This design comes from an exercise in tuning for small area and a short achievable clock period on the open sky130 flow, not from production work.
No functional check of the RTL was part of any run shown here.
No activity file was given, so power comes from the tool's default toggle rates.

## flow/constraint.sdc

```tcl
create_clock -name core_clock -period 8.0 [get_ports {clk}]
set_input_delay 1.6000 -clock core_clock [delete_from_list [all_inputs] [get_ports {clk}]]
set_output_delay 1.6000 -clock core_clock [all_outputs]
set_load 0.01 [all_outputs]
```

## flow/design.v

```verilog
module fa (input wire a, input wire b, input wire c, output wire s, output wire co);
    assign s = a ^ b ^ c;
    assign co = (a & b) | (a & c) | (b & c);
endmodule
module ha (input wire a, input wire b, output wire s, output wire co);
    assign s = a ^ b;
    assign co = a & b;
endmodule
module PE (
    input  wire               clk,
    input  wire               rst,
    input  wire               en,
    input  wire               mode_residual,
    input  wire signed [15:0] input_data,
    input  wire signed [15:0] weight_data,
    input  wire signed [15:0] residual_data,
    output reg  signed [15:0] output_data,
    output wire               input_sparse,
    output wire               weight_sparse,
    output wire               computation_skipped,
    output reg         [15:0] sparse_count,
    output reg         [15:0] total_count
);
    assign input_sparse  = (input_data[15:4] == 12'h000) |
                           ((input_data[15:4] == 12'hfff) & (input_data[3:0] != 4'h0));
    assign weight_sparse = (weight_data[15:4] == 12'h000) |
                           ((weight_data[15:4] == 12'hfff) & (weight_data[3:0] != 4'h0));
    assign computation_skipped = input_sparse | weight_sparse;
    wire mac = en & ~computation_skipped;
    reg  [15:0] acc;
    wire pp_0_0 = input_data[0] & weight_data[0];
    wire pp_0_1 = input_data[0] & weight_data[1];
    wire pp_0_2 = input_data[0] & weight_data[2];
    wire pp_0_3 = input_data[0] & weight_data[3];
    wire pp_0_4 = input_data[0] & weight_data[4];
    wire pp_0_5 = input_data[0] & weight_data[5];
    wire pp_0_6 = input_data[0] & weight_data[6];
    wire pp_0_7 = input_data[0] & weight_data[7];
    wire pp_0_8 = input_data[0] & weight_data[8];
    wire pp_0_9 = input_data[0] & weight_data[9];
    wire pp_0_10 = input_data[0] & weight_data[10];
    wire pp_0_11 = input_data[0] & weight_data[11];
    wire pp_0_12 = input_data[0] & weight_data[12];
    wire pp_0_13 = input_data[0] & weight_data[13];
    wire pp_0_14 = input_data[0] & weight_data[14];
    wire pp_0_15 = input_data[0] & weight_data[15];
    wire pp_1_0 = input_data[1] & weight_data[0];
    wire pp_1_1 = input_data[1] & weight_data[1];
    wire pp_1_2 = input_data[1] & weight_data[2];
    wire pp_1_3 = input_data[1] & weight_data[3];
    wire pp_1_4 = input_data[1] & weight_data[4];
    wire pp_1_5 = input_data[1] & weight_data[5];
    wire pp_1_6 = input_data[1] & weight_data[6];
    wire pp_1_7 = input_data[1] & weight_data[7];
    wire pp_1_8 = input_data[1] & weight_data[8];
    wire pp_1_9 = input_data[1] & weight_data[9];
    wire pp_1_10 = input_data[1] & weight_data[10];
    wire pp_1_11 = input_data[1] & weight_data[11];
    wire pp_1_12 = input_data[1] & weight_data[12];
    wire pp_1_13 = input_data[1] & weight_data[13];
    wire pp_1_14 = input_data[1] & weight_data[14];
    wire pp_2_0 = input_data[2] & weight_data[0];
    wire pp_2_1 = input_data[2] & weight_data[1];
    wire pp_2_2 = input_data[2] & weight_data[2];
    wire pp_2_3 = input_data[2] & weight_data[3];
    wire pp_2_4 = input_data[2] & weight_data[4];
    wire pp_2_5 = input_data[2] & weight_data[5];
    wire pp_2_6 = input_data[2] & weight_data[6];
    wire pp_2_7 = input_data[2] & weight_data[7];
    wire pp_2_8 = input_data[2] & weight_data[8];
    wire pp_2_9 = input_data[2] & weight_data[9];
    wire pp_2_10 = input_data[2] & weight_data[10];
    wire pp_2_11 = input_data[2] & weight_data[11];
    wire pp_2_12 = input_data[2] & weight_data[12];
    wire pp_2_13 = input_data[2] & weight_data[13];
    wire pp_3_0 = input_data[3] & weight_data[0];
    wire pp_3_1 = input_data[3] & weight_data[1];
    wire pp_3_2 = input_data[3] & weight_data[2];
    wire pp_3_3 = input_data[3] & weight_data[3];
    wire pp_3_4 = input_data[3] & weight_data[4];
    wire pp_3_5 = input_data[3] & weight_data[5];
    wire pp_3_6 = input_data[3] & weight_data[6];
    wire pp_3_7 = input_data[3] & weight_data[7];
    wire pp_3_8 = input_data[3] & weight_data[8];
    wire pp_3_9 = input_data[3] & weight_data[9];
    wire pp_3_10 = input_data[3] & weight_data[10];
    wire pp_3_11 = input_data[3] & weight_data[11];
    wire pp_3_12 = input_data[3] & weight_data[12];
    wire pp_4_0 = input_data[4] & weight_data[0];
    wire pp_4_1 = input_data[4] & weight_data[1];
    wire pp_4_2 = input_data[4] & weight_data[2];
    wire pp_4_3 = input_data[4] & weight_data[3];
    wire pp_4_4 = input_data[4] & weight_data[4];
    wire pp_4_5 = input_data[4] & weight_data[5];
    wire pp_4_6 = input_data[4] & weight_data[6];
    wire pp_4_7 = input_data[4] & weight_data[7];
    wire pp_4_8 = input_data[4] & weight_data[8];
    wire pp_4_9 = input_data[4] & weight_data[9];
    wire pp_4_10 = input_data[4] & weight_data[10];
    wire pp_4_11 = input_data[4] & weight_data[11];
    wire pp_5_0 = input_data[5] & weight_data[0];
    wire pp_5_1 = input_data[5] & weight_data[1];
    wire pp_5_2 = input_data[5] & weight_data[2];
    wire pp_5_3 = input_data[5] & weight_data[3];
    wire pp_5_4 = input_data[5] & weight_data[4];
    wire pp_5_5 = input_data[5] & weight_data[5];
    wire pp_5_6 = input_data[5] & weight_data[6];
    wire pp_5_7 = input_data[5] & weight_data[7];
    wire pp_5_8 = input_data[5] & weight_data[8];
    wire pp_5_9 = input_data[5] & weight_data[9];
    wire pp_5_10 = input_data[5] & weight_data[10];
    wire pp_6_0 = input_data[6] & weight_data[0];
    wire pp_6_1 = input_data[6] & weight_data[1];
    wire pp_6_2 = input_data[6] & weight_data[2];
    wire pp_6_3 = input_data[6] & weight_data[3];
    wire pp_6_4 = input_data[6] & weight_data[4];
    wire pp_6_5 = input_data[6] & weight_data[5];
    wire pp_6_6 = input_data[6] & weight_data[6];
    wire pp_6_7 = input_data[6] & weight_data[7];
    wire pp_6_8 = input_data[6] & weight_data[8];
    wire pp_6_9 = input_data[6] & weight_data[9];
    wire pp_7_0 = input_data[7] & weight_data[0];
    wire pp_7_1 = input_data[7] & weight_data[1];
    wire pp_7_2 = input_data[7] & weight_data[2];
    wire pp_7_3 = input_data[7] & weight_data[3];
    wire pp_7_4 = input_data[7] & weight_data[4];
    wire pp_7_5 = input_data[7] & weight_data[5];
    wire pp_7_6 = input_data[7] & weight_data[6];
    wire pp_7_7 = input_data[7] & weight_data[7];
    wire pp_7_8 = input_data[7] & weight_data[8];
    wire pp_8_0 = input_data[8] & weight_data[0];
    wire pp_8_1 = input_data[8] & weight_data[1];
    wire pp_8_2 = input_data[8] & weight_data[2];
    wire pp_8_3 = input_data[8] & weight_data[3];
    wire pp_8_4 = input_data[8] & weight_data[4];
    wire pp_8_5 = input_data[8] & weight_data[5];
    wire pp_8_6 = input_data[8] & weight_data[6];
    wire pp_8_7 = input_data[8] & weight_data[7];
    wire pp_9_0 = input_data[9] & weight_data[0];
    wire pp_9_1 = input_data[9] & weight_data[1];
    wire pp_9_2 = input_data[9] & weight_data[2];
    wire pp_9_3 = input_data[9] & weight_data[3];
    wire pp_9_4 = input_data[9] & weight_data[4];
    wire pp_9_5 = input_data[9] & weight_data[5];
    wire pp_9_6 = input_data[9] & weight_data[6];
    wire pp_10_0 = input_data[10] & weight_data[0];
    wire pp_10_1 = input_data[10] & weight_data[1];
    wire pp_10_2 = input_data[10] & weight_data[2];
    wire pp_10_3 = input_data[10] & weight_data[3];
    wire pp_10_4 = input_data[10] & weight_data[4];
    wire pp_10_5 = input_data[10] & weight_data[5];
    wire pp_11_0 = input_data[11] & weight_data[0];
    wire pp_11_1 = input_data[11] & weight_data[1];
    wire pp_11_2 = input_data[11] & weight_data[2];
    wire pp_11_3 = input_data[11] & weight_data[3];
    wire pp_11_4 = input_data[11] & weight_data[4];
    wire pp_12_0 = input_data[12] & weight_data[0];
    wire pp_12_1 = input_data[12] & weight_data[1];
    wire pp_12_2 = input_data[12] & weight_data[2];
    wire pp_12_3 = input_data[12] & weight_data[3];
    wire pp_13_0 = input_data[13] & weight_data[0];
    wire pp_13_1 = input_data[13] & weight_data[1];
    wire pp_13_2 = input_data[13] & weight_data[2];
    wire pp_14_0 = input_data[14] & weight_data[0];
    wire pp_14_1 = input_data[14] & weight_data[1];
    wire pp_15_0 = input_data[15] & weight_data[0];
    wire hs0, hc0;
    ha u_ha0 (.a(pp_0_12), .b(pp_1_11), .s(hs0), .co(hc0));
    wire fs0, fc0;
    fa u_fa0 (.a(pp_0_13), .b(pp_1_12), .c(pp_2_11), .s(fs0), .co(fc0));
    wire hs1, hc1;
    ha u_ha1 (.a(pp_3_10), .b(pp_4_9), .s(hs1), .co(hc1));
    wire fs1, fc1;
    fa u_fa1 (.a(pp_0_14), .b(pp_1_13), .c(pp_2_12), .s(fs1), .co(fc1));
    wire fs2, fc2;
    fa u_fa2 (.a(pp_3_11), .b(pp_4_10), .c(pp_5_9), .s(fs2), .co(fc2));
    wire hs2, hc2;
    ha u_ha2 (.a(pp_6_8), .b(pp_7_7), .s(hs2), .co(hc2));
    wire fs3 = pp_0_15 ^ pp_1_14 ^ pp_2_13;
    wire fs4 = pp_3_12 ^ pp_4_11 ^ pp_5_10;
    wire fs5 = pp_6_9 ^ pp_7_8 ^ pp_8_7;
    wire hs3 = pp_9_6 ^ pp_10_5;
    wire hs4, hc4;
    ha u_ha4 (.a(pp_0_8), .b(pp_1_7), .s(hs4), .co(hc4));
    wire fs6, fc6;
    fa u_fa6 (.a(pp_0_9), .b(pp_1_8), .c(pp_2_7), .s(fs6), .co(fc6));
    wire hs5, hc5;
    ha u_ha5 (.a(pp_3_6), .b(pp_4_5), .s(hs5), .co(hc5));
    wire fs7, fc7;
    fa u_fa7 (.a(pp_0_10), .b(pp_1_9), .c(pp_2_8), .s(fs7), .co(fc7));
    wire fs8, fc8;
    fa u_fa8 (.a(pp_3_7), .b(pp_4_6), .c(pp_5_5), .s(fs8), .co(fc8));
    wire hs6, hc6;
    ha u_ha6 (.a(pp_6_4), .b(pp_7_3), .s(hs6), .co(hc6));
    wire fs9, fc9;
    fa u_fa9 (.a(pp_0_11), .b(pp_1_10), .c(pp_2_9), .s(fs9), .co(fc9));
    wire fs10, fc10;
    fa u_fa10 (.a(pp_3_8), .b(pp_4_7), .c(pp_5_6), .s(fs10), .co(fc10));
    wire fs11, fc11;
    fa u_fa11 (.a(pp_6_5), .b(pp_7_4), .c(pp_8_3), .s(fs11), .co(fc11));
    wire hs7, hc7;
    ha u_ha7 (.a(pp_9_2), .b(pp_10_1), .s(hs7), .co(hc7));
    wire fs12, fc12;
    fa u_fa12 (.a(hs0), .b(pp_2_10), .c(pp_3_9), .s(fs12), .co(fc12));
    wire fs13, fc13;
    fa u_fa13 (.a(pp_4_8), .b(pp_5_7), .c(pp_6_6), .s(fs13), .co(fc13));
    wire fs14, fc14;
    fa u_fa14 (.a(pp_7_5), .b(pp_8_4), .c(pp_9_3), .s(fs14), .co(fc14));
    wire fs15, fc15;
    fa u_fa15 (.a(pp_10_2), .b(pp_11_1), .c(pp_12_0), .s(fs15), .co(fc15));
    wire fs16, fc16;
    fa u_fa16 (.a(hc0), .b(fs0), .c(hs1), .s(fs16), .co(fc16));
    wire fs17, fc17;
    fa u_fa17 (.a(pp_5_8), .b(pp_6_7), .c(pp_7_6), .s(fs17), .co(fc17));
    wire fs18, fc18;
    fa u_fa18 (.a(pp_8_5), .b(pp_9_4), .c(pp_10_3), .s(fs18), .co(fc18));
    wire fs19, fc19;
    fa u_fa19 (.a(pp_11_2), .b(pp_12_1), .c(pp_13_0), .s(fs19), .co(fc19));
    wire fs20, fc20;
    fa u_fa20 (.a(fc0), .b(hc1), .c(fs1), .s(fs20), .co(fc20));
    wire fs21, fc21;
    fa u_fa21 (.a(fs2), .b(hs2), .c(pp_8_6), .s(fs21), .co(fc21));
    wire fs22, fc22;
    fa u_fa22 (.a(pp_9_5), .b(pp_10_4), .c(pp_11_3), .s(fs22), .co(fc22));
    wire fs23, fc23;
    fa u_fa23 (.a(pp_12_2), .b(pp_13_1), .c(pp_14_0), .s(fs23), .co(fc23));
    wire fs24 = fc1 ^ fc2 ^ hc2;
    wire fs25 = fs3 ^ fs4 ^ fs5;
    wire fs26 = hs3 ^ pp_11_4 ^ pp_12_3;
    wire fs27 = pp_13_2 ^ pp_14_1 ^ pp_15_0;
    wire hs8, hc8;
    ha u_ha8 (.a(pp_0_5), .b(pp_1_4), .s(hs8), .co(hc8));
    wire fs28, fc28;
    fa u_fa28 (.a(pp_0_6), .b(pp_1_5), .c(pp_2_4), .s(fs28), .co(fc28));
    wire hs9, hc9;
    ha u_ha9 (.a(pp_3_3), .b(pp_4_2), .s(hs9), .co(hc9));
    wire fs29, fc29;
    fa u_fa29 (.a(pp_0_7), .b(pp_1_6), .c(pp_2_5), .s(fs29), .co(fc29));
    wire fs30, fc30;
    fa u_fa30 (.a(pp_3_4), .b(pp_4_3), .c(pp_5_2), .s(fs30), .co(fc30));
    wire hs10, hc10;
    ha u_ha10 (.a(pp_6_1), .b(pp_7_0), .s(hs10), .co(hc10));
    wire fs31, fc31;
    fa u_fa31 (.a(hs4), .b(pp_2_6), .c(pp_3_5), .s(fs31), .co(fc31));
    wire fs32, fc32;
    fa u_fa32 (.a(pp_4_4), .b(pp_5_3), .c(pp_6_2), .s(fs32), .co(fc32));
    wire fs33, fc33;
    fa u_fa33 (.a(pp_7_1), .b(pp_8_0), .c(acc[8]), .s(fs33), .co(fc33));
    wire fs34, fc34;
    fa u_fa34 (.a(hc4), .b(fs6), .c(hs5), .s(fs34), .co(fc34));
    wire fs35, fc35;
    fa u_fa35 (.a(pp_5_4), .b(pp_6_3), .c(pp_7_2), .s(fs35), .co(fc35));
    wire fs36, fc36;
    fa u_fa36 (.a(pp_8_1), .b(pp_9_0), .c(acc[9]), .s(fs36), .co(fc36));
    wire fs37, fc37;
    fa u_fa37 (.a(fc6), .b(hc5), .c(fs7), .s(fs37), .co(fc37));
    wire fs38, fc38;
    fa u_fa38 (.a(fs8), .b(hs6), .c(pp_8_2), .s(fs38), .co(fc38));
    wire fs39, fc39;
    fa u_fa39 (.a(pp_9_1), .b(pp_10_0), .c(acc[10]), .s(fs39), .co(fc39));
    wire fs40, fc40;
    fa u_fa40 (.a(fc7), .b(fc8), .c(hc6), .s(fs40), .co(fc40));
    wire fs41, fc41;
    fa u_fa41 (.a(fs9), .b(fs10), .c(fs11), .s(fs41), .co(fc41));
    wire fs42, fc42;
    fa u_fa42 (.a(hs7), .b(pp_11_0), .c(acc[11]), .s(fs42), .co(fc42));
    wire fs43, fc43;
    fa u_fa43 (.a(fc9), .b(fc10), .c(fc11), .s(fs43), .co(fc43));
    wire fs44, fc44;
    fa u_fa44 (.a(hc7), .b(fs12), .c(fs13), .s(fs44), .co(fc44));
    wire fs45, fc45;
    fa u_fa45 (.a(fs14), .b(fs15), .c(acc[12]), .s(fs45), .co(fc45));
    wire fs46, fc46;
    fa u_fa46 (.a(fc12), .b(fc13), .c(fc14), .s(fs46), .co(fc46));
    wire fs47, fc47;
    fa u_fa47 (.a(fc15), .b(fs16), .c(fs17), .s(fs47), .co(fc47));
    wire fs48, fc48;
    fa u_fa48 (.a(fs18), .b(fs19), .c(acc[13]), .s(fs48), .co(fc48));
    wire fs49, fc49;
    fa u_fa49 (.a(fc16), .b(fc17), .c(fc18), .s(fs49), .co(fc49));
    wire fs50, fc50;
    fa u_fa50 (.a(fc19), .b(fs20), .c(fs21), .s(fs50), .co(fc50));
    wire fs51, fc51;
    fa u_fa51 (.a(fs22), .b(fs23), .c(acc[14]), .s(fs51), .co(fc51));
    wire fs52 = fc20 ^ fc21 ^ fc22;
    wire fs53 = fc23 ^ fs24 ^ fs25;
    wire fs54 = fs26 ^ fs27 ^ acc[15];
    wire hs11, hc11;
    ha u_ha11 (.a(pp_0_3), .b(pp_1_2), .s(hs11), .co(hc11));
    wire fs55, fc55;
    fa u_fa55 (.a(pp_0_4), .b(pp_1_3), .c(pp_2_2), .s(fs55), .co(fc55));
    wire hs12, hc12;
    ha u_ha12 (.a(pp_3_1), .b(pp_4_0), .s(hs12), .co(hc12));
    wire fs56, fc56;
    fa u_fa56 (.a(hs8), .b(pp_2_3), .c(pp_3_2), .s(fs56), .co(fc56));
    wire fs57, fc57;
    fa u_fa57 (.a(pp_4_1), .b(pp_5_0), .c(acc[5]), .s(fs57), .co(fc57));
    wire fs58, fc58;
    fa u_fa58 (.a(hc8), .b(fs28), .c(hs9), .s(fs58), .co(fc58));
    wire fs59, fc59;
    fa u_fa59 (.a(pp_5_1), .b(pp_6_0), .c(acc[6]), .s(fs59), .co(fc59));
    wire fs60, fc60;
    fa u_fa60 (.a(fc28), .b(hc9), .c(fs29), .s(fs60), .co(fc60));
    wire fs61, fc61;
    fa u_fa61 (.a(fs30), .b(hs10), .c(acc[7]), .s(fs61), .co(fc61));
    wire fs62, fc62;
    fa u_fa62 (.a(fc29), .b(fc30), .c(hc10), .s(fs62), .co(fc62));
    wire fs63, fc63;
    fa u_fa63 (.a(fs31), .b(fs32), .c(fs33), .s(fs63), .co(fc63));
    wire fs64, fc64;
    fa u_fa64 (.a(fc31), .b(fc32), .c(fc33), .s(fs64), .co(fc64));
    wire fs65, fc65;
    fa u_fa65 (.a(fs34), .b(fs35), .c(fs36), .s(fs65), .co(fc65));
    wire fs66, fc66;
    fa u_fa66 (.a(fc34), .b(fc35), .c(fc36), .s(fs66), .co(fc66));
    wire fs67, fc67;
    fa u_fa67 (.a(fs37), .b(fs38), .c(fs39), .s(fs67), .co(fc67));
    wire fs68, fc68;
    fa u_fa68 (.a(fc37), .b(fc38), .c(fc39), .s(fs68), .co(fc68));
    wire fs69, fc69;
    fa u_fa69 (.a(fs40), .b(fs41), .c(fs42), .s(fs69), .co(fc69));
    wire fs70, fc70;
    fa u_fa70 (.a(fc40), .b(fc41), .c(fc42), .s(fs70), .co(fc70));
    wire fs71, fc71;
    fa u_fa71 (.a(fs43), .b(fs44), .c(fs45), .s(fs71), .co(fc71));
    wire fs72, fc72;
    fa u_fa72 (.a(fc43), .b(fc44), .c(fc45), .s(fs72), .co(fc72));
    wire fs73, fc73;
    fa u_fa73 (.a(fs46), .b(fs47), .c(fs48), .s(fs73), .co(fc73));
    wire fs74, fc74;
    fa u_fa74 (.a(fc46), .b(fc47), .c(fc48), .s(fs74), .co(fc74));
    wire fs75, fc75;
    fa u_fa75 (.a(fs49), .b(fs50), .c(fs51), .s(fs75), .co(fc75));
    wire fs76 = fc49 ^ fc50 ^ fc51;
    wire fs77 = fs52 ^ fs53 ^ fs54;
    wire hs13, hc13;
    ha u_ha13 (.a(pp_0_2), .b(pp_1_1), .s(hs13), .co(hc13));
    wire fs78, fc78;
    fa u_fa78 (.a(hs11), .b(pp_2_1), .c(pp_3_0), .s(fs78), .co(fc78));
    wire fs79, fc79;
    fa u_fa79 (.a(hc11), .b(fs55), .c(hs12), .s(fs79), .co(fc79));
    wire fs80, fc80;
    fa u_fa80 (.a(fc55), .b(hc12), .c(fs56), .s(fs80), .co(fc80));
    wire fs81, fc81;
    fa u_fa81 (.a(fc56), .b(fc57), .c(fs58), .s(fs81), .co(fc81));
    wire fs82, fc82;
    fa u_fa82 (.a(fc58), .b(fc59), .c(fs60), .s(fs82), .co(fc82));
    wire fs83, fc83;
    fa u_fa83 (.a(fc60), .b(fc61), .c(fs62), .s(fs83), .co(fc83));
    wire fs84, fc84;
    fa u_fa84 (.a(fc62), .b(fc63), .c(fs64), .s(fs84), .co(fc84));
    wire fs85, fc85;
    fa u_fa85 (.a(fc64), .b(fc65), .c(fs66), .s(fs85), .co(fc85));
    wire fs86, fc86;
    fa u_fa86 (.a(fc66), .b(fc67), .c(fs68), .s(fs86), .co(fc86));
    wire fs87, fc87;
    fa u_fa87 (.a(fc68), .b(fc69), .c(fs70), .s(fs87), .co(fc87));
    wire fs88, fc88;
    fa u_fa88 (.a(fc70), .b(fc71), .c(fs72), .s(fs88), .co(fc88));
    wire fs89, fc89;
    fa u_fa89 (.a(fc72), .b(fc73), .c(fs74), .s(fs89), .co(fc89));
    wire fs90 = fc74 ^ fc75 ^ fs76;
    wire hs14, hc14;
    ha u_ha14 (.a(pp_0_1), .b(pp_1_0), .s(hs14), .co(hc14));
    wire fs91, fc91;
    fa u_fa91 (.a(hs13), .b(pp_2_0), .c(acc[2]), .s(fs91), .co(fc91));
    wire fs92, fc92;
    fa u_fa92 (.a(hc13), .b(fs78), .c(acc[3]), .s(fs92), .co(fc92));
    wire fs93, fc93;
    fa u_fa93 (.a(fc78), .b(fs79), .c(acc[4]), .s(fs93), .co(fc93));
    wire fs94, fc94;
    fa u_fa94 (.a(fc79), .b(fs80), .c(fs57), .s(fs94), .co(fc94));
    wire fs95, fc95;
    fa u_fa95 (.a(fc80), .b(fs81), .c(fs59), .s(fs95), .co(fc95));
    wire fs96, fc96;
    fa u_fa96 (.a(fc81), .b(fs82), .c(fs61), .s(fs96), .co(fc96));
    wire fs97, fc97;
    fa u_fa97 (.a(fc82), .b(fs83), .c(fs63), .s(fs97), .co(fc97));
    wire fs98, fc98;
    fa u_fa98 (.a(fc83), .b(fs84), .c(fs65), .s(fs98), .co(fc98));
    wire fs99, fc99;
    fa u_fa99 (.a(fc84), .b(fs85), .c(fs67), .s(fs99), .co(fc99));
    wire fs100, fc100;
    fa u_fa100 (.a(fc85), .b(fs86), .c(fs69), .s(fs100), .co(fc100));
    wire fs101, fc101;
    fa u_fa101 (.a(fc86), .b(fs87), .c(fs71), .s(fs101), .co(fc101));
    wire fs102, fc102;
    fa u_fa102 (.a(fc87), .b(fs88), .c(fs73), .s(fs102), .co(fc102));
    wire fs103, fc103;
    fa u_fa103 (.a(fc88), .b(fs89), .c(fs75), .s(fs103), .co(fc103));
    wire fs104 = fc89 ^ fs90 ^ fs77;
    wire [15:0] row0 = {fc103, fc102, fc101, fc100, fc99, fc98, fc97, fs97, fc95, fc94, fc93, fc92, fc91, hc14, acc[1], acc[0]};
    wire [15:0] row1 = {fs104, fs103, fs102, fs101, fs100, fs99, fs98, fc96, fs96, fs95, fs94, fs93, fs92, fs91, hs14, pp_0_0};
    wire [15:0] g0 = row0 & row1;
    wire [15:0] p0 = row0 ^ row1;
    wire G0_1 = g0[1] | (p0[1] & g0[0]);
    wire P0_1 = p0[1] & p0[0];
    wire G0_3 = g0[3] | (p0[3] & g0[2]);
    wire P0_3 = p0[3] & p0[2];
    wire G0_5 = g0[5] | (p0[5] & g0[4]);
    wire P0_5 = p0[5] & p0[4];
    wire G0_7 = g0[7] | (p0[7] & g0[6]);
    wire P0_7 = p0[7] & p0[6];
    wire G0_9 = g0[9] | (p0[9] & g0[8]);
    wire P0_9 = p0[9] & p0[8];
    wire G0_11 = g0[11] | (p0[11] & g0[10]);
    wire P0_11 = p0[11] & p0[10];
    wire G0_13 = g0[13] | (p0[13] & g0[12]);
    wire P0_13 = p0[13] & p0[12];
    wire G1_2 = g0[2] | (p0[2] & G0_1);
    wire P1_2 = p0[2] & P0_1;
    wire G1_3 = G0_3 | (P0_3 & G0_1);
    wire P1_3 = P0_3 & P0_1;
    wire G1_6 = g0[6] | (p0[6] & G0_5);
    wire P1_6 = p0[6] & P0_5;
    wire G1_7 = G0_7 | (P0_7 & G0_5);
    wire P1_7 = P0_7 & P0_5;
    wire G1_10 = g0[10] | (p0[10] & G0_9);
    wire P1_10 = p0[10] & P0_9;
    wire G1_11 = G0_11 | (P0_11 & G0_9);
    wire P1_11 = P0_11 & P0_9;
    wire G1_14 = g0[14] | (p0[14] & G0_13);
    wire P1_14 = p0[14] & P0_13;
    wire G2_4 = g0[4] | (p0[4] & G1_3);
    wire P2_4 = p0[4] & P1_3;
    wire G2_5 = G0_5 | (P0_5 & G1_3);
    wire P2_5 = P0_5 & P1_3;
    wire G2_6 = G1_6 | (P1_6 & G1_3);
    wire P2_6 = P1_6 & P1_3;
    wire G2_7 = G1_7 | (P1_7 & G1_3);
    wire P2_7 = P1_7 & P1_3;
    wire G2_12 = g0[12] | (p0[12] & G1_11);
    wire P2_12 = p0[12] & P1_11;
    wire G2_13 = G0_13 | (P0_13 & G1_11);
    wire P2_13 = P0_13 & P1_11;
    wire G2_14 = G1_14 | (P1_14 & G1_11);
    wire P2_14 = P1_14 & P1_11;
    wire G3_8 = g0[8] | (p0[8] & G2_7);
    wire P3_8 = p0[8] & P2_7;
    wire G3_9 = G0_9 | (P0_9 & G2_7);
    wire P3_9 = P0_9 & P2_7;
    wire G3_10 = G1_10 | (P1_10 & G2_7);
    wire P3_10 = P1_10 & P2_7;
    wire G3_11 = G1_11 | (P1_11 & G2_7);
    wire P3_11 = P1_11 & P2_7;
    wire G3_12 = G2_12 | (P2_12 & G2_7);
    wire P3_12 = P2_12 & P2_7;
    wire G3_13 = G2_13 | (P2_13 & G2_7);
    wire P3_13 = P2_13 & P2_7;
    wire G3_14 = G2_14 | (P2_14 & G2_7);
    wire P3_14 = P2_14 & P2_7;
    wire [15:0] acc_nx = {p0[15] ^ G3_14, p0[14] ^ G3_13, p0[13] ^ G3_12, p0[12] ^ G3_11, p0[11] ^ G3_10, p0[10] ^ G3_9, p0[9] ^ G3_8, p0[8] ^ G2_7, p0[7] ^ G2_6, p0[6] ^ G2_5, p0[5] ^ G2_4, p0[4] ^ G1_3, p0[3] ^ G1_2, p0[2] ^ G0_1, p0[1] ^ g0[0], p0[0]};
    always @(posedge clk or posedge rst) begin
        if (rst) begin
            acc <= 16'd0;
            output_data <= 16'd0;
            sparse_count <= 16'd0;
            total_count <= 16'd0;
        end else begin
            total_count  <= total_count + {15'd0, en};
            sparse_count <= sparse_count + {15'd0, en & computation_skipped};
            if (mac) acc <= acc_nx;
            if (en) output_data <= acc + (mode_residual ? residual_data : 16'd0);
        end
    end
endmodule
```

## flow/config.mk

```make
export PLATFORM = sky130hd
export DESIGN_NAME = PE
export DESIGN_NICKNAME = PE
export VERILOG_FILES = /design/flow/design.v
export SDC_FILE = /design/flow/constraint.sdc
export NUM_CORES = 4
export LEC_CHECK = 0
export CAP_MARGIN = 20
export CORE_MARGIN = 2
export CORE_UTILIZATION = 40
export PLACE_DENSITY = 0.6
export SLEW_MARGIN = 20
export SYNTH_HIERARCHICAL = 1
export SYNTH_MINIMUM_KEEP_SIZE = 0
```

## flow/run.sh

```bash
#!/bin/bash
# synth_recipe.tcl (not shown) runs the flow's synth.tcl, then flattens the netlist and writes it again
# the make line also repeats each setting of config.mk as NAME=value (left out here)
make -C /OpenROAD-flow-scripts/flow DESIGN_CONFIG=/design/flow/config.mk WORK_HOME=/design/flow/orfs CLKGATE_MAP_FILE= SYNTH_SCRIPT=/design/flow/synth_recipe.tcl finish
```

==> metrics.cfg, run 1 <==
[clock_tree]
path_clk_slew_ns = 0.05
cts.sinks = 64
clockBufferDepth = 2
h-tree-depth = 3
hold_buffers = 0
clock_latency_ns = 0.33
cts-resized-gates = 0
clock-root-buffer = clkbuf_16
post_cts_buffers = 0
cts_inserted_buffers = 9
tritoncts = done

[critical_path]
worst_setup_path_start_kind = input port
r2r-start = acc[8]
crit_fanout = 17
cpMostUsedCell = fa_1
slowest_delay_ns = 0.67
end_kind = register
worstPathRequired_ns = 8.17
worstPathBufferInverterCount = 1
worst_path_max_delay_cell = clkdlybuf4s50_1
cp-startpoint = input_data[0]
cp_top_family = adder cells
path_cells = clkdlybuf4s50_1, and2_1, fa_1, fa_1, fa_1, fa_1, fa_1, fa_1, ha_1, and3_1, a221oi_1, xnor2_1, o21ai_0
r2r_slack_ns = 3.93
arrival_ns = 6.59
crit_type = input port to register

[outcome]
status = finished clean

[timing]
fin_crit_ns = 6.420
worst_clock_skew_ns = 0.007934
max_freq_ghz = 0.1558
fin_ws_ns = 1.580
hold_viol = 0
max-slew-margin-rel = 0.4665
drv_slew = 0
grt_setup_unrepaired = false
final-setup-viol-count = 0
period_share = 0.8025
worstMarginPinSlew_ns = 0.8002
final.setup.tns_ns = 0

[drt]
drt_wl_total_um = 16910
routed-via-count = 5147
wire_per_inst_um = 16.96
postRouteAntennaNets = 0
drc_errors = 0
viasPerCell = 5.162
drt_iter0_markers = 174
first_pass_iters = 4

[logic_synthesis]
syn_area_sq_um = 7046
avgSynthCellArea_sq_um = 10.44
synth_edf_count = 0
ys_ff_latch = 64
yosys.cell_count.top_type = and2_1
syn_inst = 675
synth_area_leaders = fa_1 27%, dfrtp_1 23%, and2_1 12%
netlist.top_cell.by_area = fa_1
yosysUniqueCellTypes = 41
ys_seq_area_frac = 0.2273
ys_warn_count = 7
postSynth.asyncResetShare = 1.000
yosysTopAreaCellShare = 0.2728
ys.flop_type = dfrtp_1
synth_common_cells = 137 x and2_1, 96 x fa_1, 64 x dfrtp_1, 56 x xnor2_1, 54 x nand2_1
syn_nets = 870

[global_route]
grt_max_degree = 65
grt_usage = 0.1968
antenna_found_initial = 0
grt_pass1_vias = 5602
gr-total-overflow = 0
grt_pass1_wl_um = 28460

[die]
rows = 48
die_h_um = 136.7
die_w_um = 136.7
core_sq_um = 17240
start_util = 0.4088
die-area_sq_um = 18690
ioPinCount = 103

[layout]
regArea_sq_um = 1602
stdcell_area_sq_um = 8608
finalNetCount = 962
drive_gt1_frac = 0.04275
syn2layout_area_growth_pct = 22.18
diodes = 0
multi_input_area_sq_um = 5280
nFillCells = 1555

[min_path]
hp-class = register to register
min_from = sparse_count[15]

[placement]
dp_hpwl_um = 13630
pre_cts_slack_ns = 1.272
place_congestion = 0.8445
placed_area_sq_um = 8274
port_buffers = 102

[pwr]
finalPower_w = 0.003146
p_leak_nw = 3.781
ir_drop_mv = 0.2642
p_per_area_nw_per_um2 = 365.5

[run]
max_cap_viol_count = 0

## metrics by stage
| stage | hold slack, ns | instances | utilization |
|---|---|---|---|
| after floorplan | 0.4777 | 675 | - |
| after global placement | 0.4623 | 981 | 0.4800 |
| after CTS | 0.4729 | 997 | 0.4994 |
| after detailed placement | 0.4633 | 981 | 0.4800 |
| after global routing | 0.5032 | 997 | 0.4994 |
| final | 0.4664 | 997 | 0.4994 |
## layout make-up
class,instances,share of cell area
Clock buffer,14,0.03183
Inverter,20,0.008721
Sequential cell,64,0.1860
Timing Repair Buffer,104,0.1203
Tap cell,225,0.03270
Multi-Input combinational cell,568,0.6134
Clock inverter,2,0.006977
## flip-flops by register name, summed over array words and instances, names as in the netlist
signal        cells
sparse_count     16
acc              16
total_count      16
output_data      16
## modules after synthesis (local to each module, per instance)
| module | times used | flip-flops and latches | cells inside |
|---|---|---|---|
| ha | 14 | 0 | 1 |
| fa | 91 | 0 | 1 |
| PE | 1 | 64 | 570 |
## power breakdown
group | internal [W] | switching, W | total (W)
clock network | 0.000298 | 0.000134 | 0.000432
logic | 0.00109 | 0.00108 | 0.00218
registers | 0.000440 | 0.0000990 | 0.000539
total | 0.00183 | 0.00132 | 0.00315
## final timing paths
kind	to	cells past startpoint
worst max-delay path	acc[15]	13
worst max register to register	acc[15]	12
worst min register to register	sparse_count[15]	1
max in group asynchronous	output_data[2]	3
min in group asynchronous	acc[13]	3
worst min-delay path	sparse_count[15]	1
## layer usage
layer	GRT usage	wire length, um	vias to the layer above
li1	-	-	2423
met1	0.2639	7773	2551
met2	0.3314	8012	149
met3	0.01815	766	24
met4	0.07407	357	0
met5	0	0	-
## layout by cell type (no fill, tap or decap), drive strengths merged, types with 10 or more instances in the layout
| cell type | count |
|---|---|
| a21oi | 12 |
| and2 | 137 |
| clkbuf | 14 |
| clkdlybuf4s50 | 102 |
| dfrtp | 64 |
| fa | 96 |
| ha | 47 |
| inv | 20 |
| mux2 | 12 |
| nand2 | 54 |
| nand3 | 12 |
| nand4 | 13 |
| nor2 | 15 |
| nor4 | 10 |
| o21ai | 28 |
| xnor2 | 56 |
| xor2 | 23 |
## kinds of logic (layout without fill, tap and decap cells)
family,after synthesis,count (layout),share of synthesized area
XOR/XNOR,79,79,0.09821
AND/OR/NAND/NOR,268,268,0.2120
AO/OA/AOI/OAI,66,66,0.06376
adder cells (fa/ha/maj),143,143,0.3562
multiplexers,12,12,0.01918
flip-flops,64,64,0.2273
buffers and inverters,43,140,0.02326
==> inputs of run 2 (changes only) <==
--- a/flow/design.v
+++ b/flow/design.v
@@ -392,63 +392,5 @@
     wire [15:0] row0 = {fc103, fc102, fc101, fc100, fc99, fc98, fc97, fs97, fc95, fc94, fc93, fc92, fc91, hc14, acc[1], acc[0]};
     wire [15:0] row1 = {fs104, fs103, fs102, fs101, fs100, fs99, fs98, fc96, fs96, fs95, fs94, fs93, fs92, fs91, hs14, pp_0_0};
-    wire [15:0] g0 = row0 & row1;
-    wire [15:0] p0 = row0 ^ row1;
-    wire G0_1 = g0[1] | (p0[1] & g0[0]);
-    wire P0_1 = p0[1] & p0[0];
-    wire G0_3 = g0[3] | (p0[3] & g0[2]);
-    wire P0_3 = p0[3] & p0[2];
-    wire G0_5 = g0[5] | (p0[5] & g0[4]);
-    wire P0_5 = p0[5] & p0[4];
-    wire G0_7 = g0[7] | (p0[7] & g0[6]);
-    wire P0_7 = p0[7] & p0[6];
-    wire G0_9 = g0[9] | (p0[9] & g0[8]);
-    wire P0_9 = p0[9] & p0[8];
-    wire G0_11 = g0[11] | (p0[11] & g0[10]);
-    wire P0_11 = p0[11] & p0[10];
-    wire G0_13 = g0[13] | (p0[13] & g0[12]);
-    wire P0_13 = p0[13] & p0[12];
-    wire G1_2 = g0[2] | (p0[2] & G0_1);
-    wire P1_2 = p0[2] & P0_1;
-    wire G1_3 = G0_3 | (P0_3 & G0_1);
-    wire P1_3 = P0_3 & P0_1;
-    wire G1_6 = g0[6] | (p0[6] & G0_5);
-    wire P1_6 = p0[6] & P0_5;
-    wire G1_7 = G0_7 | (P0_7 & G0_5);
-    wire P1_7 = P0_7 & P0_5;
-    wire G1_10 = g0[10] | (p0[10] & G0_9);
-    wire P1_10 = p0[10] & P0_9;
-    wire G1_11 = G0_11 | (P0_11 & G0_9);
-    wire P1_11 = P0_11 & P0_9;
-    wire G1_14 = g0[14] | (p0[14] & G0_13);
-    wire P1_14 = p0[14] & P0_13;
-    wire G2_4 = g0[4] | (p0[4] & G1_3);
-    wire P2_4 = p0[4] & P1_3;
-    wire G2_5 = G0_5 | (P0_5 & G1_3);
-    wire P2_5 = P0_5 & P1_3;
-    wire G2_6 = G1_6 | (P1_6 & G1_3);
-    wire P2_6 = P1_6 & P1_3;
-    wire G2_7 = G1_7 | (P1_7 & G1_3);
-    wire P2_7 = P1_7 & P1_3;
-    wire G2_12 = g0[12] | (p0[12] & G1_11);
-    wire P2_12 = p0[12] & P1_11;
-    wire G2_13 = G0_13 | (P0_13 & G1_11);
-    wire P2_13 = P0_13 & P1_11;
-    wire G2_14 = G1_14 | (P1_14 & G1_11);
-    wire P2_14 = P1_14 & P1_11;
-    wire G3_8 = g0[8] | (p0[8] & G2_7);
-    wire P3_8 = p0[8] & P2_7;
-    wire G3_9 = G0_9 | (P0_9 & G2_7);
-    wire P3_9 = P0_9 & P2_7;
-    wire G3_10 = G1_10 | (P1_10 & G2_7);
-    wire P3_10 = P1_10 & P2_7;
-    wire G3_11 = G1_11 | (P1_11 & G2_7);
-    wire P3_11 = P1_11 & P2_7;
-    wire G3_12 = G2_12 | (P2_12 & G2_7);
-    wire P3_12 = P2_12 & P2_7;
-    wire G3_13 = G2_13 | (P2_13 & G2_7);
-    wire P3_13 = P2_13 & P2_7;
-    wire G3_14 = G2_14 | (P2_14 & G2_7);
-    wire P3_14 = P2_14 & P2_7;
-    wire [15:0] acc_nx = {p0[15] ^ G3_14, p0[14] ^ G3_13, p0[13] ^ G3_12, p0[12] ^ G3_11, p0[11] ^ G3_10, p0[10] ^ G3_9, p0[9] ^ G3_8, p0[8] ^ G2_7, p0[7] ^ G2_6, p0[6] ^ G2_5, p0[5] ^ G2_4, p0[4] ^ G1_3, p0[3] ^ G1_2, p0[2] ^ G0_1, p0[1] ^ g0[0], p0[0]};
+    wire [15:0] acc_nx = row0 + row1;
     always @(posedge clk or posedge rst) begin
         if (rst) begin
==> run 2 against run 1 <==
Sequential share of layout area shrank 0.10 points. Via count grew 1.3%. Final cell count grew 0.90%. Clock skew is essentially flat. Core utilization shrank 0.064 points. Hold slack gained 0.0012 ns. Clock power shrank 13%. Largest cell class unchanged. Largest power group unchanged. Highest routed layer unchanged.
==> metrics.cfg, run 2 <==
[logic_synthesis]
yosysTopAreaCellShare = 0.2605  ; was 0.2728
netlist.top_cell.by_area = fa_1  ; unchanged
ys_ff_latch = 64  ; unchanged
avgSynthCellArea_sq_um = 10.45  ; was 10.44 sq um
yosys.cell_count.top_type = and2_1  ; unchanged
synth_top_family_by_area = adder cells  ; unchanged
synth_compound_area_frac = 0.07789  ; was 0.06375
ys_warn_count = 7  ; unchanged
synth_xor_area_frac = 0.1026  ; was 0.09821
postSynth.asyncResetShare = 1.000  ; unchanged
synth_common_cells = 136 x and2_1, 93 x fa_1, 64 x dfrtp_1, 55 x xnor2_1, 49 x nand2_1  ; was 137 x and2_1, 96 x fa_1, 64 x dfrtp_1, 56 x xnor2_1, 54 x nand2_1
synth_edf_count = 0  ; unchanged
synth_area_leaders = fa_1 26%, dfrtp_1 22%, and2_1 12%  ; was fa_1 27%, dfrtp_1 23%, and2_1 12%
syn_area_sq_um = 7148  ; was 7046 sq um
syn_nets = 877  ; was 870
syn_inst = 684  ; was 675
ys_seq_area_frac = 0.2241  ; was 0.2273
synthSimpleGateAreaFrac = 0.2092  ; was 0.2120
synth_fa_ha_area_frac = 0.3445  ; was 0.3562
ys.flop_type = dfrtp_1  ; unchanged
synthMuxAreaShare = 0.02258  ; was 0.01918
yosysUniqueCellTypes = 51  ; was 41

[drt]
first_pass_iters = 5  ; was 4
wire_per_inst_um = 17.19  ; was 16.96 um
routed-via-count = 5215  ; was 5,147
viasPerCell = 5.184  ; was 5.162
drc_errors = 0  ; unchanged
drt_iter0_markers = 251  ; was 174
drt_wl_total_um = 17300  ; was 16,910 um
postRouteAntennaNets = 0  ; unchanged

[critical_path]
arrival_ns = 6.45  ; was 6.59 ns
worstPathBufferInverterCount = 1  ; unchanged
worstPathRequired_ns = 8.19  ; was 8.17 ns
r2r_cells = 12  ; unchanged
crit_fanout = 17  ; unchanged
cp_top_family = adder cells  ; unchanged
path_depth = 15  ; was 13
worst_setup_path_start_kind = input port  ; unchanged
path_cells = clkdlybuf4s50_1, and2_1, fa_1, fa_1, fa_1, fa_1, fa_1, fa_1, xnor2_1, xnor2_1, xnor2_1, xnor2_1, xnor2_1, xnor2_1, o21ai_1  ; was clkdlybuf4s50_1, and2_1, fa_1, fa_1, fa_1, fa_1, fa_1, fa_1, ha_1, and3_1, a221oi_1, xnor2_1, o21ai_0
end_kind = register  ; unchanged
worst_path_max_delay_cell = clkdlybuf4s50_1  ; unchanged
slowest_delay_ns = 0.67  ; about the same
crit_type = input port to register  ; unchanged

[global_route]
grt_pass1_wl_um = 28280  ; was 28,460 um
antenna_found_initial = 0  ; unchanged
grt_max_degree = 65  ; unchanged
grt_pass1_vias = 5429  ; was 5,602
gr-total-overflow = 0  ; unchanged
grt_usage = 0.1938  ; was 0.1968

[clock_tree]
cts.sinks = 64  ; unchanged
h-tree-depth = 3  ; unchanged
clock-root-buffer = clkbuf_16  ; unchanged
cts_inserted_buffers = 9  ; unchanged
hold_buffers = 0  ; unchanged
post_cts_buffers = 0  ; unchanged
cts-resized-gates = 0  ; unchanged
path_clk_slew_ns = 0.06  ; was 0.05 ns
clock_latency_ns = 0.33  ; about the same
clockBufferDepth = 2  ; unchanged
tritoncts = done  ; unchanged

[layout]
finalNetCount = 970  ; was 962
layout_common_cells = 136 x and2_1, 102 x clkdlybuf4s50_1, 93 x fa_1  ; was 137 x and2_1, 102 x clkdlybuf4s50_1, 96 x fa_1
drive_gt1_frac = 0.06530  ; was 0.04275
diodes = 0  ; unchanged
postLayoutCoreUtil = 0.4988  ; was 0.4994
stdcell_area_sq_um = 8657  ; was 8608 sq um
syn2layout_area_growth_pct = 21.11  ; was 22.18%
layout_commonest_cell = and2_1  ; unchanged

[outcome]
status = finished clean  ; unchanged

[timing]
drv_slew = 0  ; unchanged
hold_slack_ns = 0.4676  ; was 0.4664 ns
period_share = 0.7827  ; was 0.8025
max-slew-margin-rel = 0.4771  ; was 0.4665
worst_clock_skew_ns = 0.008327  ; was 0.007934 ns
hold_viol = 0  ; unchanged
worstMarginPinSlew_ns = 0.7844  ; was 0.8002 ns
fin_crit_ns = 6.262  ; was 6.420 ns
grt_setup_unrepaired = false  ; unchanged
max_freq_ghz = 0.1597  ; was 0.1558 GHz
final-setup-viol-count = 0  ; unchanged
final.setup.tns_ns = 0  ; unchanged

[die]
core_sq_um = 17360  ; was 17,240 sq um
die_h_um = 137.7  ; was 136.7 um
die-area_sq_um = 18960  ; was 18,690 sq um
ioPinCount = 103  ; unchanged
rows = 48  ; unchanged
start_util = 0.4118  ; was 0.4088
die_w_um = 137.7  ; was 136.7 um

[run]
max_cap_viol_count = 0  ; unchanged

[placement]
place_congestion = 0.8437  ; was 0.8445
placed_area_sq_um = 8369  ; was 8274 sq um
port_buffers = 102  ; unchanged
dp_hpwl_um = 13720  ; was 13,630 um

[pwr]
ir_drop_mv = 0.2591  ; was 0.2642 mV
p_leak_nw = 3.797  ; was 3.781 nW
p_per_area_nw_per_um2 = 380.4  ; was 365.5 nW/um^2

[min_path]
hp-class = register to register  ; unchanged
whs_path_depth = 1  ; unchanged

## run 2: cell count changes in the layout (fill, tap and decap cells not counted), sizes merged, moves of 3 or more
cell,change
nor2,+4
inv,-10
a21oi,+9
fa,-3
clkinv,+3
nor3,+4
o2111ai,+3
o21ai,-6
a211o,-3
a21o,+11
nand2,-3
clkbuf,-4
## run 2: logic make-up (layout without fill, tap and decap cells)
| group | after synthesis | count (layout) |
|---|---|---|
| simple gates | 268 | 268 |
| flops | 64 | 64 |
| buf+inv | 33 | 130 |
| mux | 14 | 14 |
| fa+ha+maj | 141 | 141 |
| compound gates | 82 | 82 |
| xor+xnor | 82 | 82 |
## run 2: power by group
part | internal [W] | total [W] | switching (W)
Combinational | 0.00119 | 0.00237 | 0.00119
Clock | 0.000239 | 0.000375 | 0.000136
Sequential | 0.000440 | 0.000544 | 0.000105
## run 2: Yosys stat by module, one instance, submodules excluded
module / copies in the design / area (sq um) / flops+latches / cells inside
ha: 14 / 12.51 / 0 / 1
PE: 1 / 5151 / 64 / 579
fa: 91 / 20.02 / 0 / 1
## run 2: per-stage QoR
stage,total power [W],instances,worst slack (ns)
finish,0.003293,1006,1.738
global route,0.003638,1006,1.491
CTS,0.003329,1006,1.700
detailed placement,0.002941,991,1.352
global placement,0.002878,991,1.473
floorplan,0.002369,684,2.375
## run 2: cell type report
| type | instances | area (sq um) |
|---|---|---|
| tap | 225 | 281.5 |
| timing repair buffer | 104 | 1036 |
| clock buffer | 10 | 229.0 |
| fill | 1564 | 8700 |
| clock inverter | 5 | 58.81 |
| multi-input combinational | 587 | 5409 |
| inverter | 11 | 41.29 |
| sequential | 64 | 1602 |
## run 2: worst paths after layout
check                           startpoint               to  slack, ns
max                          input_data[0]          acc[15]       1.74
min                        total_count[15]  total_count[15]       0.47
max reg2reg                         acc[8]          acc[14]       4.20
min reg2reg                total_count[15]  total_count[15]       0.47
max in group asynchronous              rst           acc[7]       5.66
min in group asynchronous              rst  total_count[14]       1.83
## run 2: routing by layer
metal	GRT usage	wire, um
met4	0.06071	321
met3	0.02759	905
met2	0.3027	7644
met1	0.2785	8425
met5	0	0

[re-timing with driven ports]
Ports are ideal in the flow. The routed layouts listed here were re-timed in OpenROAD. Step 1 (the two cells are an assumption about what drives the block):
set clk [get_ports {clk}]
set_driving_cell -lib_cell sky130_fd_sc_hd__clkbuf_16 $clk
set_driving_cell -lib_cell sky130_fd_sc_hd__buf_2 [delete_from_list [all_inputs] $clk]
Step 2 moves the port delays by t, midway between the first and last clock arrival at a register: inputs arrive t later, outputs are due t later. That takes back most of the time a late clock gives input paths. a / b / c = ideal / step 1 / step 2; a / b = the first two.
run | shift t [ns] | slack for setup (ns) | worst setup path after step 2
run 1 | 0.364 | 1.580 / 1.591 / 1.227 | input to register
run 2 | 0.366 | 1.738 / 1.755 / 1.389 | input to register
After both steps every run listed still meets setup and hold. The setup slack of run 1, which loses most, moves by +0.011 ns with the drivers and by -0.353 ns with both steps.
